From an optimization exercise on the open Yosys and OpenROAD flow, aimed at small area and a short achievable clock period; shortcuts taken in it are not production practice. No functional check of the RTL was part of any run shown here. Power is estimated from default activity; no workload was simulated.

==> flow/design.v, too long to show whole: its modules and the start of the top module <==
// module s0_ok: 5 lines
// module s0_expb: 4 lines
// module s0_cmp: 14 lines
// module s0_misc: 18 lines
// module s0_booth: 9 lines
// module add_s1: 25 lines
// module add_s2: 8 lines
// module add_s3: 18 lines
// module mul_s1: 1387 lines
// module mul_s2: 145 lines
// module csa_fa: 4 lines
// module csa_ha: 4 lines
// module booth_sel: 3 lines
// module fp_addmul: 115 lines
module fp_addmul (
    input  wire        clk,
    input  wire        rst,
    input  wire        sub,
    input  wire [31:0] a,
    input  wire [31:0] b,
    output wire [31:0] add_result,
    output wire [31:0] mul_result
);
  // ...
==> flow/run.sh <==
#!/bin/bash
# synth_recipe.tcl (not shown) runs the flow's synth.tcl, then flattens the netlist and writes it again
# the make line also repeats each setting of config.mk as NAME=value (left out here)
make -C /OpenROAD-flow-scripts/flow DESIGN_CONFIG=/design/flow/config.mk WORK_HOME=/design/flow/orfs CLKGATE_MAP_FILE= SYNTH_SCRIPT=/design/flow/synth_recipe.tcl finish
==> flow/config.mk <==
export PLATFORM = sky130hd
export DESIGN_NAME = fp_addmul
export DESIGN_NICKNAME = fp_addmul
export VERILOG_FILES = /design/flow/design.v
export SDC_FILE = /design/flow/constraint.sdc
export NUM_CORES = 4
export LEC_CHECK = 0
export CAP_MARGIN = 20
export CORE_MARGIN = 2
export CORE_UTILIZATION = 55
export SETUP_SLACK_MARGIN = 5
export SLEW_MARGIN = 20
export SYNTH_HIERARCHICAL = 1
export SYNTH_MINIMUM_KEEP_SIZE = 0
==> flow/constraint.sdc <==
create_clock -name core_clock -period 10.0 [get_ports {clk}]
set_input_delay 2.0000 -clock core_clock [delete_from_list [all_inputs] [get_ports {clk}]]
set_output_delay 2.0000 -clock core_clock [all_outputs]
set_load 0.01 [all_outputs]
==> flow_metrics.env, run 1 <==
export IMPL_final_common_cell="xnor2_1"
export IMPL_hpwl_mm=73.70
export IMPL_worst_slew_pin_slew_ns=1.173
export IMPL_p_comb_share_pct=60.1
export IMPL_numCtsBuffers=53
export IMPL_cp_depth=13
export IMPL_grt_pass1_vias=27000
export IMPL_cts_tree="built"
export IMPL_crit_chain="inv_1 > fa_1 > mux2_2 > and3_1 > o21ai_0 > and2_1 > inv_1 > ha_1 > nor2b_1 > o31ai_1 > a21oi_1 > mux2i_1 > nor2_1"
export IMPL_seq_area_share_pct=27.21
export IMPL_reg2reg_from="ea1[1]$_DFF_P_"
export IMPL_cp_max_fo=14
export IMPL_r2r_end="c2$_DFFE_PP0P_"
export IMPL_outcome="finished clean"
export IMPL_synthTopCellsByArea="dfxtp_1 (16%), fa_1 (15%), dfrtp_1 (14%)"
export IMPL_seq_cells=477
export IMPL_num_multi_input_gates=2500
export IMPL_fin_crit_ns=4.168
export IMPL_die_area_sq_um=66500
export IMPL_largest_register_ffs=138
export IMPL_met3_length_mm=7.820
export IMPL_endpoint="c2$_DFFE_PP0P_"
export IMPL_finalSetupViolCount=0
export IMPL_syn_inst=3323
export IMPL_cts_hold_buf=0
export IMPL_grt_busiest_layer="met2"
export IMPL_ctsResizeCount=0
export IMPL_synthTopCellsByCount="xnor2_1 (343), dfxtp_1 (285), nor2_1 (285), a22oi_2 (265), fa_1 (262)"
export IMPL_fin_cells=4257
export IMPL_slowest_delay_ns=0.48
export IMPL_async_flop_share_pct=40.25
==> inputs of run 2 (changes only) <==
==> flow/flow/run.sh (new file) <==
#!/bin/bash
# Layout flow: the standard flow (standard.sh: the standard synthesis and
# ORFS layout steps, unchanged), except that the port buffers that ORFS's
# buffer_ports inserts are buf_2 cells instead of its default choice.
set -euo pipefail
export BUFFER_PORTS_ARGS="-buffer_cell sky130_fd_sc_hd__buf_2"
bash standard.sh > standard_flow.log 2>&1
==> flow/standard.sh (new file) <==
#!/bin/bash
# synth_recipe.tcl (not shown) runs the flow's synth.tcl, then flattens the netlist and writes it again
# the make line also repeats each setting of config.mk as NAME=value (left out here)
make -C /OpenROAD-flow-scripts/flow DESIGN_CONFIG=/design/flow/config.mk WORK_HOME=/design/flow/orfs CLKGATE_MAP_FILE= SYNTH_SCRIPT=/design/flow/synth_recipe.tcl "${@:-finish}"
removed: flow/run.sh
==> run 2 against run 1 <==
Compared with the run above: flip-flop and latch count did not move; worst hold slack got worse by 0.0059 ns; utilization fell by 1.0 points; synthesized cell count did not move; routed wire length fell by 1.5%; final cell count barely moved; critical endpoint is now mb2[3]$_DFFE_PP0P_.
==> flow_metrics.env, run 2 <==
export IMPL_num_io_pins=131
export IMPL_synth_seq_cells=477
export IMPL_r2r_cells=15
export IMPL_grt_ovfl_total=0
export IMPL_holdPathStages=0
export IMPL_clk_insertion_delay_late_ns=0.61
export IMPL_finalClockSkew_ns=0.01446
export IMPL_async_flop_share_pct=40.25
export IMPL_cts_root_buf="clkbuf_16"
export IMPL_coreArea_sq_um=64120
export IMPL_worst_slew_pin_slew_ns=1.161
export IMPL_nets=3851
export IMPL_critPathBufInv=4
export IMPL_layout_drive_gt1_share_pct=19.80
export IMPL_fin_crit_sh_pct=39.56
export IMPL_drt_first_pass_iters=5
export IMPL_synth_avg_cell_area_sq_um=10.67
export IMPL_post_route_util_pct=59.36
export IMPL_port_buffers=130
export IMPL_synth_edff_count=0
export IMPL_vias_per_cell=6.165
export IMPL_finalSetupViolCount=0
export IMPL_crit_path_top_delay_cell="xor2_2"
export IMPL_crit_arrival_ns=4.49
export IMPL_synthFlopType="dfxtp_1"
export IMPL_hold_slack_ns=0.3198
export IMPL_synth_top_area_cell="dfxtp_1"
export IMPL_post_drt_wl_per_cell_microns=23.91
export IMPL_synth_cell_types=128
export IMPL_crit_chain="inv_1 > ha_1 > inv_1 > fa_1 > mux2_2 > xor2_2 > inv_1 > buf_4 > mux2i_1 > mux2i_1 > a211oi_1 > nand2_1 > a21oi_1 > mux2i_1 > nor2_1"
export IMPL_drtAntennaViolNets=0
export IMPL_wl_mm=101.9
export IMPL_layout_common_cells="xnor2_1 (343), nor2_1 (285), dfxtp_1 (271)"
export IMPL_dp_cells=4160
export IMPL_syn_inst=3323
export IMPL_syn_to_final_growth_pct=7.352
export IMPL_synthTopCellsByArea="dfxtp_1 (16%), fa_1 (15%), dfrtp_1 (14%)"
export IMPL_total_power_mw=12.32
export IMPL_rows=93
export IMPL_slowest_delay_ns=0.71
export IMPL_die_area_sq_um=66500
export IMPL_antenna_found_initial=4
export IMPL_numCtsBuffers=52
export IMPL_h_tree_depth=2
export IMPL_via_count=26260
export IMPL_grt_usage_pct=30.47
export IMPL_yosys_cell_count_top_type="xnor2_1"
export IMPL_post_place_ws_ns=5.712
export IMPL_start_util_pct=55.29
export IMPL_clkTransAtPathRegs_ns=0.06
export IMPL_cts_hold_buf=0
export IMPL_required_ns=10.53
export IMPL_setup_ws_ns=6.044
export IMPL_drt_iter0_drc=2237
export IMPL_hpwl_mm=72.75
export IMPL_drv_slew=0
export IMPL_largest_register_ffs=138
export IMPL_fin_tns_setup_ns=0
export IMPL_grt_pass1_wl_mm=158.6
export IMPL_cts_sinks=477
export IMPL_p_per_area_nw_per_um2=323.7
export IMPL_final_common_cell="xnor2_1"
export IMPL_synth_top_cell_area_share_pct=16.09
export IMPL_routabilityCongestion=0.9110
export IMPL_cp_depth=15
export IMPL_die_height_microns=257.9
export IMPL_cts_tree="built"
export IMPL_grt_pass1_vias=27060
export IMPL_outcome="finished clean"
export IMPL_ctsResizeCount=0
export IMPL_cts_setup_buffers=0
export IMPL_start_kind="register"
export IMPL_num_antenna_cells=0
export IMPL_placed_area_sq_um=36240
export IMPL_grt_max_degree=170
export IMPL_cpLargestDelayFamily="multiplexers"
export IMPL_cp_max_fo=39
export IMPL_fin_crit_ns=3.956
export IMPL_synthTopCellsByCount="xnor2_1 (343), dfxtp_1 (285), nor2_1 (285), a22oi_2 (265), fa_1 (262)"
export IMPL_fmax_ghz=0.2528
export IMPL_p_leak_nw=15.40
export IMPL_fin_cells=4259
export IMPL_maxSlewHeadroom_pct=22.63
export IMPL_chipWidth_microns=257.9
export IMPL_ys_seq_area_share_pct=29.65
export IMPL_yosysWarnings=9
export IMPL_critPathKind="reg2reg"
export IMPL_largest_register="rows2"
export IMPL_hp_class="reg2reg"
export IMPL_hold_viol=0
export IMPL_grt_setup_unrepaired="no"
export IMPL_end_kind="register"
export IMPL_drc=0
export IMPL_final_cell_area_sq_um=38060
export IMPL_ir_drop_mv=0.2927
export IMPL_drv_cap=0
export IMPL_ctsLongestPathBuffers=3
export IMPL_netlist_area_sq_um=35450
[run 2: cell counts after synthesis]
No cell type changed its count.
[run 2: modules after synthesis (local to each module, per instance), excerpt]
module     cells  times used  area (sq um)
booth_sel      2         264         21.27
mul_s2       373           1          2466
add_s3       291           1          1991
fp_addmul    680           1         11860
s0_misc      112           1         725.7
csa_fa         1         256         20.02
mul_s1       243           1          1713
csa_ha         1          28         12.51
add_s2       168           1          1234
s0_booth      45           1         309.0
add_s1       434           1          2831
[run 2: final timing paths]
kind                                start            endpoint  slack [ns]
setup / recovery           ea1[0]$_DFF_P_  mb2[3]$_DFFE_PP0P_        6.04
hold / removal                sm2$_DFF_P_         sm3$_DFF_P_        0.32
setup reg to reg           ea1[0]$_DFF_P_  mb2[3]$_DFFE_PP0P_        6.04
hold reg to reg               sm2$_DFF_P_         sm3$_DFF_P_        0.32
max in group asynchronous             rst    ea3[7]$_DFF_PP0_        7.25
min in group asynchronous             rst   mr4[22]$_DFF_PP0_        1.47
[run 2: area by class of cell]
cell class,instances,area (sq um)
fill,5428,26060
multi-input combinational,2500,23020
sequential,477,10530
clock buffer,63,1434
timing repair buffer,189,1126
tap,855,1070
inverter,140,531.8
clock inverter,35,350.3
[run 2: cells by family (layout without fill, tap and decap cells)]
kind of cell	Yosys count	count (layout)	share of synthesized area, %
AO/OA/AOI/OAI	788	788	19.49
AND/OR/NAND/NOR	707	707	10.01
flip-flops	477	477	29.65
adder cells (fa/ha/maj)	424	424	20.51
XOR/XNOR	406	406	10.07
buffers and inverters	367	427	5.668
multiplexers	152	152	4.578
other	2	23	0.02118
[run 2: power breakdown]
group | internal (mW) | switching, mW | total, mW
clock network | 1.14 | 0.828 | 1.97
registers | 2.58 | 0.403 | 2.98
logic | 2.84 | 4.53 | 7.37
[run 2: worst reg2reg max path, delay by kind of cell, from the launching register on]
kind	cells	cell delay, ns
AOI/OAI and AO/OA	2	0.67
xor gates and xnor gates	1	0.71
buffers and inverters	4	0.52
DFF	1	0.34
and+or+nand+nor	2	0.20
muxes	4	0.91
adders and majority gates	2	0.55
[run 2: metal layers]
layer  track usage (%)  vias up  wire length [microns]
li1                  -    11730                      -
met4             10.47        2                   3414
met3             5.183      209                   7287
met2             48.55     1156                  47030
met1             42.16    13170                  44110
met5                 0        -                     12

-- what the ideal ports hide --
In the flow no input, the clock included, has a driving cell. The finished layouts below were timed again as built, in two steps.
Step 1 (the two cells are an assumption about what drives the block):
set clk [get_ports {clk}]
set_driving_cell -lib_cell sky130_fd_sc_hd__clkbuf_16 $clk
set_driving_cell -lib_cell sky130_fd_sc_hd__buf_2 [delete_from_list [all_inputs] $clk]
Step 2 adds t to the input delays and takes it off the output delays; t is the mean of the earliest and latest rising clock arrival at the registers after step 1. Input paths then give back, and output paths get back, about the clock's delay inside the block.
Slacks: ideal / step 1 / step 2; pairs: ideal / step 1.
| run | t (ns) | setup WS [ns] | worst hold slack (ns) | slew at the worst register clock pin (ns) | worst data-port slew with drivers (ns) |
|---|---|---|---|---|---|
| run 1 | 0.661 | 5.832 / 5.832 / 5.332 | 0.326 / 0.326 / 0.326 | 0.07 / 0.07 | 0.06 |
| run 2 | 0.671 | 6.044 / 6.044 / 5.829 | 0.320 / 0.320 / 0.320 | 0.06 / 0.06 | 0.05 |
After both steps every run listed still meets setup and hold. The setup slack of run 1, which loses most, moves by 0.000 ns with the drivers and by -0.500 ns with both steps.
